This design comes from an exercise in tuning for small area, a short achievable clock period and few clock cycles per item on the open sky130 flow, not from production work.
In this exercise RTL edits were held to simulation tests only and were not proved equivalent to the original.
No activity file was given, so power comes from the tool's default toggle rates.

--- design/flow/config.mk ---
export PLATFORM = sky130hd
export DESIGN_NAME = gan_v3
export DESIGN_NICKNAME = gan_v3
export VERILOG_FILES = /design/flow/design.v
export SDC_FILE = /design/flow/constraint.sdc
export NUM_CORES = 4
export LEC_CHECK = 0
export CAP_MARGIN = 20
export CORE_MARGIN = 2
export CORE_UTILIZATION = 40
export SLEW_MARGIN = 20
--- design/flow/constraint.sdc ---
create_clock -name core_clock -period 10.0 [get_ports {clk}]
set_input_delay 2.0000 -clock core_clock [delete_from_list [all_inputs] [get_ports {clk}]]
set_output_delay 2.0000 -clock core_clock [all_outputs]
set_load 0.01 [all_outputs]
--- design/flow/design.v ---
module gan_v3 #(parameter WIDTH=32)
(
    input wire clk,
    input wire rst,
    input wire signed [WIDTH-1:0] data_in,
    input wire [7:0] addr,
    input wire we,
    input wire start,
    output reg signed [WIDTH-1:0] data_out,
    output reg data_valid
);
    reg signed [WIDTH-1:0] X1, X2, X3, X4;
    reg signed [WIDTH-1:0] Y [0:3];
    reg signed [WIDTH-1:0] W1, W2, W3, W4;
    reg signed [WIDTH-1:0] B;
    reg signed [WIDTH-1:0] mult_result [0:3];
    reg [2:0] y_key;
    reg [4:0] neuron_key;
    reg [2:0] output_key;
    reg signed [WIDTH-1:0] temp, temp_add1, temp_add2;
     parameter n_x = 4;
    parameter n_w = 54;
    parameter n_b = 19;
    reg signed [WIDTH-1:0] x [0: n_x-1];
    reg signed [WIDTH-1:0] w [0: n_w-1];
    reg signed [WIDTH-1:0] b [0: n_b-1];
    reg done_loading;
    reg [3:0] STATE;
    parameter LOAD_DATA = 4'b0001, ASSIGN   = 4'b0010,
              MULTIPLY = 4'b0011, ADD_1      = 4'b0111, ADD_2      = 4'b1000,
                ADD_BIAS = 4'b0100, RELU       = 4'b0101, FINISH     = 4'b0110;
    always @(posedge clk ) begin
    if (rst) begin
        X1 <= 0; X2 <= 0; X3 <= 0; X4 <= 0;
        Y[0] <= 0; Y[1] <= 0; Y[2] <= 0; Y[3] <= 0;
        W1 <= 0; W2 <= 0; W3 <= 0; W4 <= 0;
        B <= 0;
        done_loading <= 1'b0;
        data_valid <= 1'b0;
        STATE <= LOAD_DATA;
    end  
    else begin
        case (STATE)
            LOAD_DATA : begin
                if (we) begin
                    if (addr < n_x) begin
                        x[addr] <= data_in;
                    end  
                    else if (addr < n_x + n_w) begin
                        w[addr - n_x] <= data_in;
                    end  
                    else if (addr < n_x + n_w + n_b ) begin
                        b[addr - n_x - n_w] <= data_in;
                    end  
                    if (addr == n_x + n_w + n_b - 1) begin
                        STATE <= ASSIGN;
                        done_loading <= 1'b1;
                        neuron_key <= 0;
                    end
                end  
            end  
            ASSIGN : begin
                case (neuron_key) 
                    0: begin
                        X1 <= x[0];
                        X2 <= x[1];
                        X3 <= x[2];
                        X4 <= x[3];
                        W1 <= w[0];
                        W2 <= w[1];
                        W3 <= w[2];
                        W4 <= w[3];
                        B  <= b[0];
                        y_key <= 0;
                        neuron_key <= neuron_key + 1;
                    end  
                    1: begin
                        W1 <= w[4];
                        W2 <= w[5];
                        W3 <= w[6];
                        W4 <= w[7];
                        B  <= b[1];
                        y_key <= 1;
                        neuron_key <= neuron_key + 1;
                    end  
                    2: begin
                        W1 <= w[8];
                        W2 <= w[9];
                        W3 <= w[10];
                        W4 <= w[11];
                        B  <= b[2];
                        y_key <= 2;
                        neuron_key <= neuron_key + 1;
                    end  
                    3: begin
                        W1 <= w[12];
                        W2 <= w[13];
                        W3 <= w[14];
                        W4 <= w[15];
                        B  <= b[3];
                        y_key <= 3;
                        STATE <= MULTIPLY;
                        neuron_key <= neuron_key + 1;
                    end  
                    4 : begin 
                        X1 <= Y[0];
                        X2 <= Y[1];
                        X3 <= Y[2];
                        X4 <= Y[3];
                        W1 <= w[16];
                        W2 <= w[17];
                        W3 <= w[18];
                        W4 <= w[19];
                        B  <= b[4];
                        y_key <= 0;
                        neuron_key <= neuron_key + 1;
                    end  
                    5 : begin 
                        W1 <= w[20];
                        W2 <= w[21];
                        W3 <= w[22];
                        W4 <= w[23];
                        B  <= b[5];
                        y_key <= 1;
                        neuron_key <= neuron_key + 1;
                    end  
                    6 : begin
                        X1 <= Y[0];
                        X2 <= Y[1];
                        X3 <= 0;
                        X4 <= 0;
                        W1 <= w[24];
                        W2 <= w[25];
                        W3 <= 0;
                        W4 <= 0;
                        B  <= b[6];
                        y_key <= 0;
                        neuron_key <= neuron_key + 1;
                    end  
                    7 : begin
                        X1 <= Y[0];
                        X2 <= 0;
                        X3 <= 0;
                        X4 <= 0;
                        W1 <= w[26];
                        W2 <= 0;
                        W3 <= 0;
                        W4 <= 0;
                        B  <= b[7];
                        y_key <= 0;
                        neuron_key <= neuron_key + 1;
                    end  
                    8 : begin
                        X1 <= Y[0];
                        X2 <= 0;
                        X3 <= 0;
                        X4 <= 0;
                        W1 <= w[27];
                        W2 <= 0;
                        W3 <= 0;
                        W4 <= 0;
                        B  <= b[8];
                        y_key <= 0;
                        neuron_key <= neuron_key + 1;
                    end  
                    9 : begin
                        X1 <= Y[0];
                        X2 <= 0;
                        X3 <= 0;
                        X4 <= 0;
                        W1 <= w[28];
                        W2 <= 0;
                        W3 <= 0;
                        W4 <= 0;
                        B  <= b[9];
                        y_key <= 0;
                        neuron_key <= neuron_key + 1;
                    end  
                    10 : begin
                        W1 <= w[29];
                        W2 <= 0;
                        W3 <= 0;
                        W4 <= 0;
                        B  <= b[10];
                        y_key <= 1;
                        neuron_key <= neuron_key + 1;
                    end  
                    11 : begin
                        X1 <= Y[0];
                        X2 <= Y[1];
                        X3 <= 0;
                        X4 <= 0;
                        W1 <= w[30];
                        W2 <= w[31];
                        W3 <= 0;
                        W4 <= 0;
                        B  <= b[11];
                        y_key <= 0;
                        neuron_key <= neuron_key + 1;
                    end  
                    12 : begin
                        W1 <= w[32];
                        W2 <= w[33];
                        W3 <= 0;
                        W4 <= 0;
                        B  <= b[12];
                        y_key <= 1;
                        neuron_key <= neuron_key + 1;
                    end  
                    13 : begin
                        W1 <= w[34];
                        W2 <= w[35];
                        W3 <= 0;
                        W4 <= 0;
                        B  <= b[13];
                        y_key <= 2;
                        neuron_key <= neuron_key + 1;
                    end  
                    14 : begin
                        W1 <= w[36];
                        W2 <= w[37];
                        W3 <= 0;
                        W4 <= 0;
                        B  <= b[14];
                        y_key <= 3;
                        neuron_key <= neuron_key + 1;
                    end  
                    15 : begin
                        X1 <= Y[0];
                        X2 <= Y[1];
                        X3 <= Y[2];
                        X4 <= Y[3];
                        W1 <= w[38];
                        W2 <= w[39];
                        W3 <= w[40];
                        W4 <= w[41];
                        B  <= b[15];
                        y_key <= 0;
                        neuron_key <= neuron_key + 1;
                    end  
                    16 : begin
                        W1 <= w[42];
                        W2 <= w[43];
                        W3 <= w[44];
                        W4 <= w[45];
                        B  <= b[16];
                        y_key <= 1;
                        neuron_key <= neuron_key + 1;
                    end  
                    17 : begin
                        W1 <= w[46];
                        W2 <= w[47];
                        W3 <= w[48];
                        W4 <= w[49];
                        B  <= b[17];
                        y_key <= 2;
                        neuron_key <= neuron_key + 1;
                    end  
                    18 : begin
                        W1 <= w[50];
                        W2 <= w[51];
                        W3 <= w[52];
                        W4 <= w[53];
                        B  <= b[18];
                        y_key <= 3;
                        neuron_key <= neuron_key + 1;
                    end  
                    default: ;
                endcase  
                STATE <= MULTIPLY;
                end  
            MULTIPLY : begin
                mult_result[0] <= X1*W1;
                mult_result[1] <= X2*W2;
                mult_result[2] <= X3*W3;
                mult_result[3] <= X4*W4;
                STATE <= ADD_1;
            end  
            ADD_1 : begin
                temp_add1 <= mult_result[0] + mult_result[1];
                temp_add2 <= mult_result[2] + mult_result[3];
                STATE <= ADD_2;
            end  
            ADD_2 : begin
                Y[y_key] <= temp_add1 + temp_add2;
                STATE <= ADD_BIAS;
            end  
            ADD_BIAS : begin
                Y[y_key] <= Y[y_key] + B;
                STATE <= RELU;
            end  
            RELU : begin
                temp = Y[y_key];
                if (temp < 0)
                    Y[y_key] <= 0;
                else
                    Y[y_key] <= temp;
                if (neuron_key < 19) begin
                    STATE <= ASSIGN;
                end else begin
                    STATE <= FINISH;
                    output_key <= 0;
                end
            end  
            FINISH : begin
                case (output_key)
                    0: begin
                        data_out <= Y[0];
                        output_key <= output_key + 1;
                    end
                    1: begin
                        data_out <= Y[1];
                        output_key <= output_key + 1;
                    end
                    2: begin
                        data_out <= Y[2];
                        output_key <= output_key + 1;
                    end
                    3: begin
                        data_out <= Y[3];
                        output_key <= output_key + 1;
                        data_valid <= 1'b1;
                    end
                    default: ;
                endcase  
            end  
            default: ;
        endcase  
    end  
    end  
endmodule
--- design/flow/run.sh ---
#!/bin/bash
# synth_recipe.tcl (not shown) runs the flow's synth.tcl, then flattens the netlist and writes it again
# the make line also repeats each setting of config.mk as NAME=value (left out here)
make -C /OpenROAD-flow-scripts/flow DESIGN_CONFIG=/design/flow/config.mk WORK_HOME=/design/flow/orfs CLKGATE_MAP_FILE= SYNTH_SCRIPT=/design/flow/synth_recipe.tcl finish
==> impl_metrics.toml <==
[timing]
fmax_mhz = 124
hold_violations = 0
timing.final.ws_setup_ns = 1.95
finalSetupViolations = 0
tightest_slew_ns = 1.26
post-route-period-util = 0.805
skew_ns = 0.0680
slew_headroom = 0.148
rsz0062_at_grt = "no"
finalSetupTns_ns = 0
drv_slew = 0
period_minus_slack_ns = 8.05

[floorplanning]
initial_utilization = 0.401
die_h_um = 680
core_area_um2 = 456000
dieArea_um2 = 462000
die_x_um = 680
row_count = 248
pin_count = 77

[clock_tree]
holdBufCountCts = 0
clockBufferDepth = 4
numCtsBuffers = 317
htreeDepth = 5
worstSkewPairLatency_ns = 0.96
clkTransAtPathRegs_ns = 0.06
post_cts_buffers = 0
post_cts_resize_count = 0
cts_tree = "built"
clkSinkCount = 3121
cts-root-buf = "clkbuf_16"

[final_layout]
finalNonFillerCells = 20700
n_fill_cell = 41400
utilization = 0.442
area_growth_pct = 10.3
fin_nets = 16800
drive_above_1_share = 0.0676

[logic_synthesis]
yosysTopAreaCell = "edfxtp_1"
synthTopCellsByCount = "edfxtp_1, inv_1, fa_1"
syn-num-nets = 16900
synth.yosys.seq_area_share = 0.497
muxShareOfSynthArea = 0.00621
synthTopCellsByArea = "edfxtp_1, fa_1, ha_1, and2_1, inv_1"
synthArstFlopShare = 0
synth_top_area_frac = 0.464
synth-edff-count = 2826
syn_area_per_cell_um2 = 12.6
synth-compound-area-share = 0.0876
yosys_warnings = 2
synth_fa_ha_area_frac = 0.230
synth.most_common_cell = "edfxtp_1"
yosys.area_share.simple = 0.104
netlist-cell-type-count = 74
synth_xor_area_frac = 0.0214
synth_top_family_by_area = "adder cells"
syn_inst = 14500
synthFlopType = "edfxtp_1"
synth-seq-cells = 3121
netlist_area_um2 = 183000

[placed_design]
placed_cells = 20100
port_buffers = 75
dp_slack_ns = 1.82
dpl.hpwl_um = 362000
place_congestion = 0.934

[setup_path]
worstReg2RegStart = "X3[12]$_SDFFE_PP0P_"
worstPathArrival_ns = 8.81
r2r_setup_slack_ns = 1.95
critPathKind = "register to register"
crit_top_cell = "fa_1"
path_cells = "buf_4 > and2_1 > fa_1 > fa_1 > fa_1 > inv_1 > fa_1 > inv_1 > fa_1 > inv_1 > fa_1 > inv_1 > fa_1 > fa_1 > ha_1 > nand4_1 > or3_1 > nor3_1 > o2111ai_1 > o21ai_0 > nor4_1 > o31ai_1 > o41a_1 > xor2_1"
worstPathRequired_ns = 10.76
cp-end-kind = "register"
crit_family = "adder cells"
path_buf_inv = 5
crit_path_start_kind = "register"
r2r_end = "mult_result[2][30]$_DFFE_PP_"
rr_worst_depth = 24
crit_path_max_incr_delay_ns = 0.75
crit_slowest_cell = "dfxtp_1"
crit_fanout = 13

[grt]
grt_pass1_wl_um = 822000
grt_max_degree = 161
grtUsageTotal = 0.242
antenna_found_initial = 56
overflow = 0
first_global_vias = 118000

[drt]
ant_nets = 0
first_pass_iters = 10
drtIter0Drc = 14300
drcViolationCount = 0
viasPerCell = 5.70
wl_per_cell_um = 27.3
wirelength_um = 565000
vias = 118000

[run_status]
outcome = "timing/DRC/antenna clean"

[power_and_ir_drop]
p_int_w = 0.0224
p_sw_w = 0.00905
swShare = 0.288
combPwrFrac = 0.149
p_per_area_nw_per_um2 = 156
p_seq_frac = 0.476
irDropWorstVdd_uv = 234
p_leak_nw = 77.2
power_frac_clock = 0.376

[flow_run]
maxCapViolCount = 0

[min_path]
hold_path_end = "W2[30]$_SDFFE_PP0P_"
hp-start = "W2[30]$_SDFFE_PP0P_"
min_path_type = "register to register"
whs_path_depth = 2
## final cells by class
type	instances	area [um^2]	area share
flip-flops and latches	3121	90800	0.451
multi-input cells	8762	82800	0.411
clock buffers	417	8660	0.0430
well taps	6000	7510	0.0373
inverters	1809	6790	0.0337
repair buffers	397	3310	0.0164
clock inverters	162	1560	0.00774
diodes	28	70.1	0.000348
## sequential cells by signal, indices dropped and copies added, names as in the netlist, 128 cells and up, named ones only
signal       cells
w             1728
x              128
b              608
Y              128
mult_result    128
## placed cells by master, fill, tap and decap left out, types with 42 or more instances in the layout
| master | synthesis | routed |
|---|---|---|
| a211oi_1 | 76 | 76 |
| a21o_1 | 78 | 78 |
| a21oi_1 | 352 | 352 |
| a221oi_1 | 271 | 270 |
| a222oi_1 | 287 | 287 |
| a22o_1 | 167 | 167 |
| a22oi_1 | 377 | 377 |
| a41oi_1 | 68 | 68 |
| and2_1 | 1392 | 1392 |
| buf_4 | 1 | 334 |
| clkbuf_1 | 731 | 76 |
| clkbuf_16 | 0 | 327 |
| clkdlybuf4s50_1 | 0 | 42 |
| clkinv_1 | 0 | 49 |
| clkinv_2 | 0 | 49 |
| dfxtp_1 | 295 | 283 |
| edfxtp_1 | 2826 | 2826 |
| fa_1 | 1636 | 1636 |
| ha_1 | 740 | 738 |
| inv_1 | 1809 | 1809 |
| nand2_1 | 970 | 970 |
| nand3_1 | 144 | 143 |
| nand4_1 | 92 | 92 |
| nor2_1 | 672 | 586 |
| nor2_4 | 0 | 83 |
| nor3_1 | 285 | 275 |
| o211ai_1 | 56 | 56 |
| o21a_1 | 55 | 55 |
| o21ai_0 | 165 | 153 |
| xnor2_1 | 344 | 344 |
| xor2_1 | 103 | 103 |
## layer usage
layer | share of wire | GRT usage | wire, um | vias to the layer above
li1 | - | - | - | 50300
met1 | 0.41 | 0.336 | 229000 | 61000
met2 | 0.46 | 0.384 | 259000 | 5676
met3 | 0.092 | 0.0379 | 52000 | 863
met4 | 0.042 | 0.0890 | 23800 | 20
met5 | 0.00022 | 0 | 126 | -
## worst min-delay path, cell delays in order, from the launching register on
cell	delay, ns
dfxtp_1	0.32
nand2_1	0.06
a21oi_1	0.05
## per-stage QoR
stage / power, W / hold slack [ns] / instance area, um^2
5_1_grt: 0.0323 / 0.501 / 201000
6_report: 0.0315 / 0.480 / 202000
4_1_cts: 0.0315 / 0.486 / 201000
2_1_floorplan: 0.0175 / 0.445 / 183000
3_5_place_dp: 0.0198 / 0.475 / 191000
3_3_place_gp: 0.0198 / 0.465 / 191000
## power by group through the flow
stage / sequential (W) / combinational, W / clock [W]
floorplan: 0.0149 / 0.00260 / 0
global placement: 0.0152 / 0.00453 / 0
detailed placement: 0.0152 / 0.00457 / 0
CTS: 0.0150 / 0.00458 / 0.0119
global route: 0.0150 / 0.00492 / 0.0124
finish: 0.0150 / 0.00468 / 0.0118
## cell families (layout without fill, tap and decap cells)
| family | count (synthesis) | after routing |
|---|---|---|
| XOR/XNOR | 447 | 447 |
| AND/OR/NAND/NOR | 3751 | 3751 |
| multiplexers | 74 | 74 |
| buffers and inverters | 2631 | 2785 |
| adder cells (fa/ha/maj) | 2376 | 2376 |
| other | 0 | 28 |
| flip-flops | 3121 | 3121 |
| AO/OA/AOI/OAI | 2114 | 2114 |
## worst max path at each step
stage               cells past startpoint                      endpoint  slack [ns]                start
finish                                 24  mult_result[2][30]$_DFFE_PP_        1.95  X3[12]$_SDFFE_PP0P_
global route                           24  mult_result[2][30]$_DFFE_PP_        1.36   W3[8]$_SDFFE_PP0P_
CTS                                    23  mult_result[2][30]$_DFFE_PP_        1.83   W3[3]$_SDFFE_PP0P_
detailed placement                     23  mult_result[2][30]$_DFFE_PP_        1.82   W3[3]$_SDFFE_PP0P_
global placement                       20  mult_result[1][30]$_DFFE_PP_        1.91   W2[3]$_SDFFE_PP0P_
floorplan                               4   mult_result[0][0]$_DFFE_PP_        1.48                  rst
Testbench counts, summed over its fixed seeds: cycles 18,816, inferences 96.

port drivers added, routing unchanged:
The flow's constraints put no driver on any port. The routed layout listed below was extracted and timed again, unchanged, in two steps.
Step 1 sets driving cells, clkbuf_16 on the clock port and buf_2 on the other inputs (assumed; they add their load-dependent delay and slew).
Step 2, shift: input delay + t, output delay - t, t = (earliest + latest rising clock arrival at the registers) / 2. This alone moves slack from input paths to output paths.
Slacks: no drivers / after step 1 / after step 2; pairs: no drivers / after step 1.
shift t [ns]: 1.018
setup slack, ns: 1.948 / 1.948 / 1.948
pins driven straight from the clock port: 1
After both steps this run still meets setup and hold. The setup slack of this run moves by 0.000 ns with the drivers and by 0.000 ns with both steps.
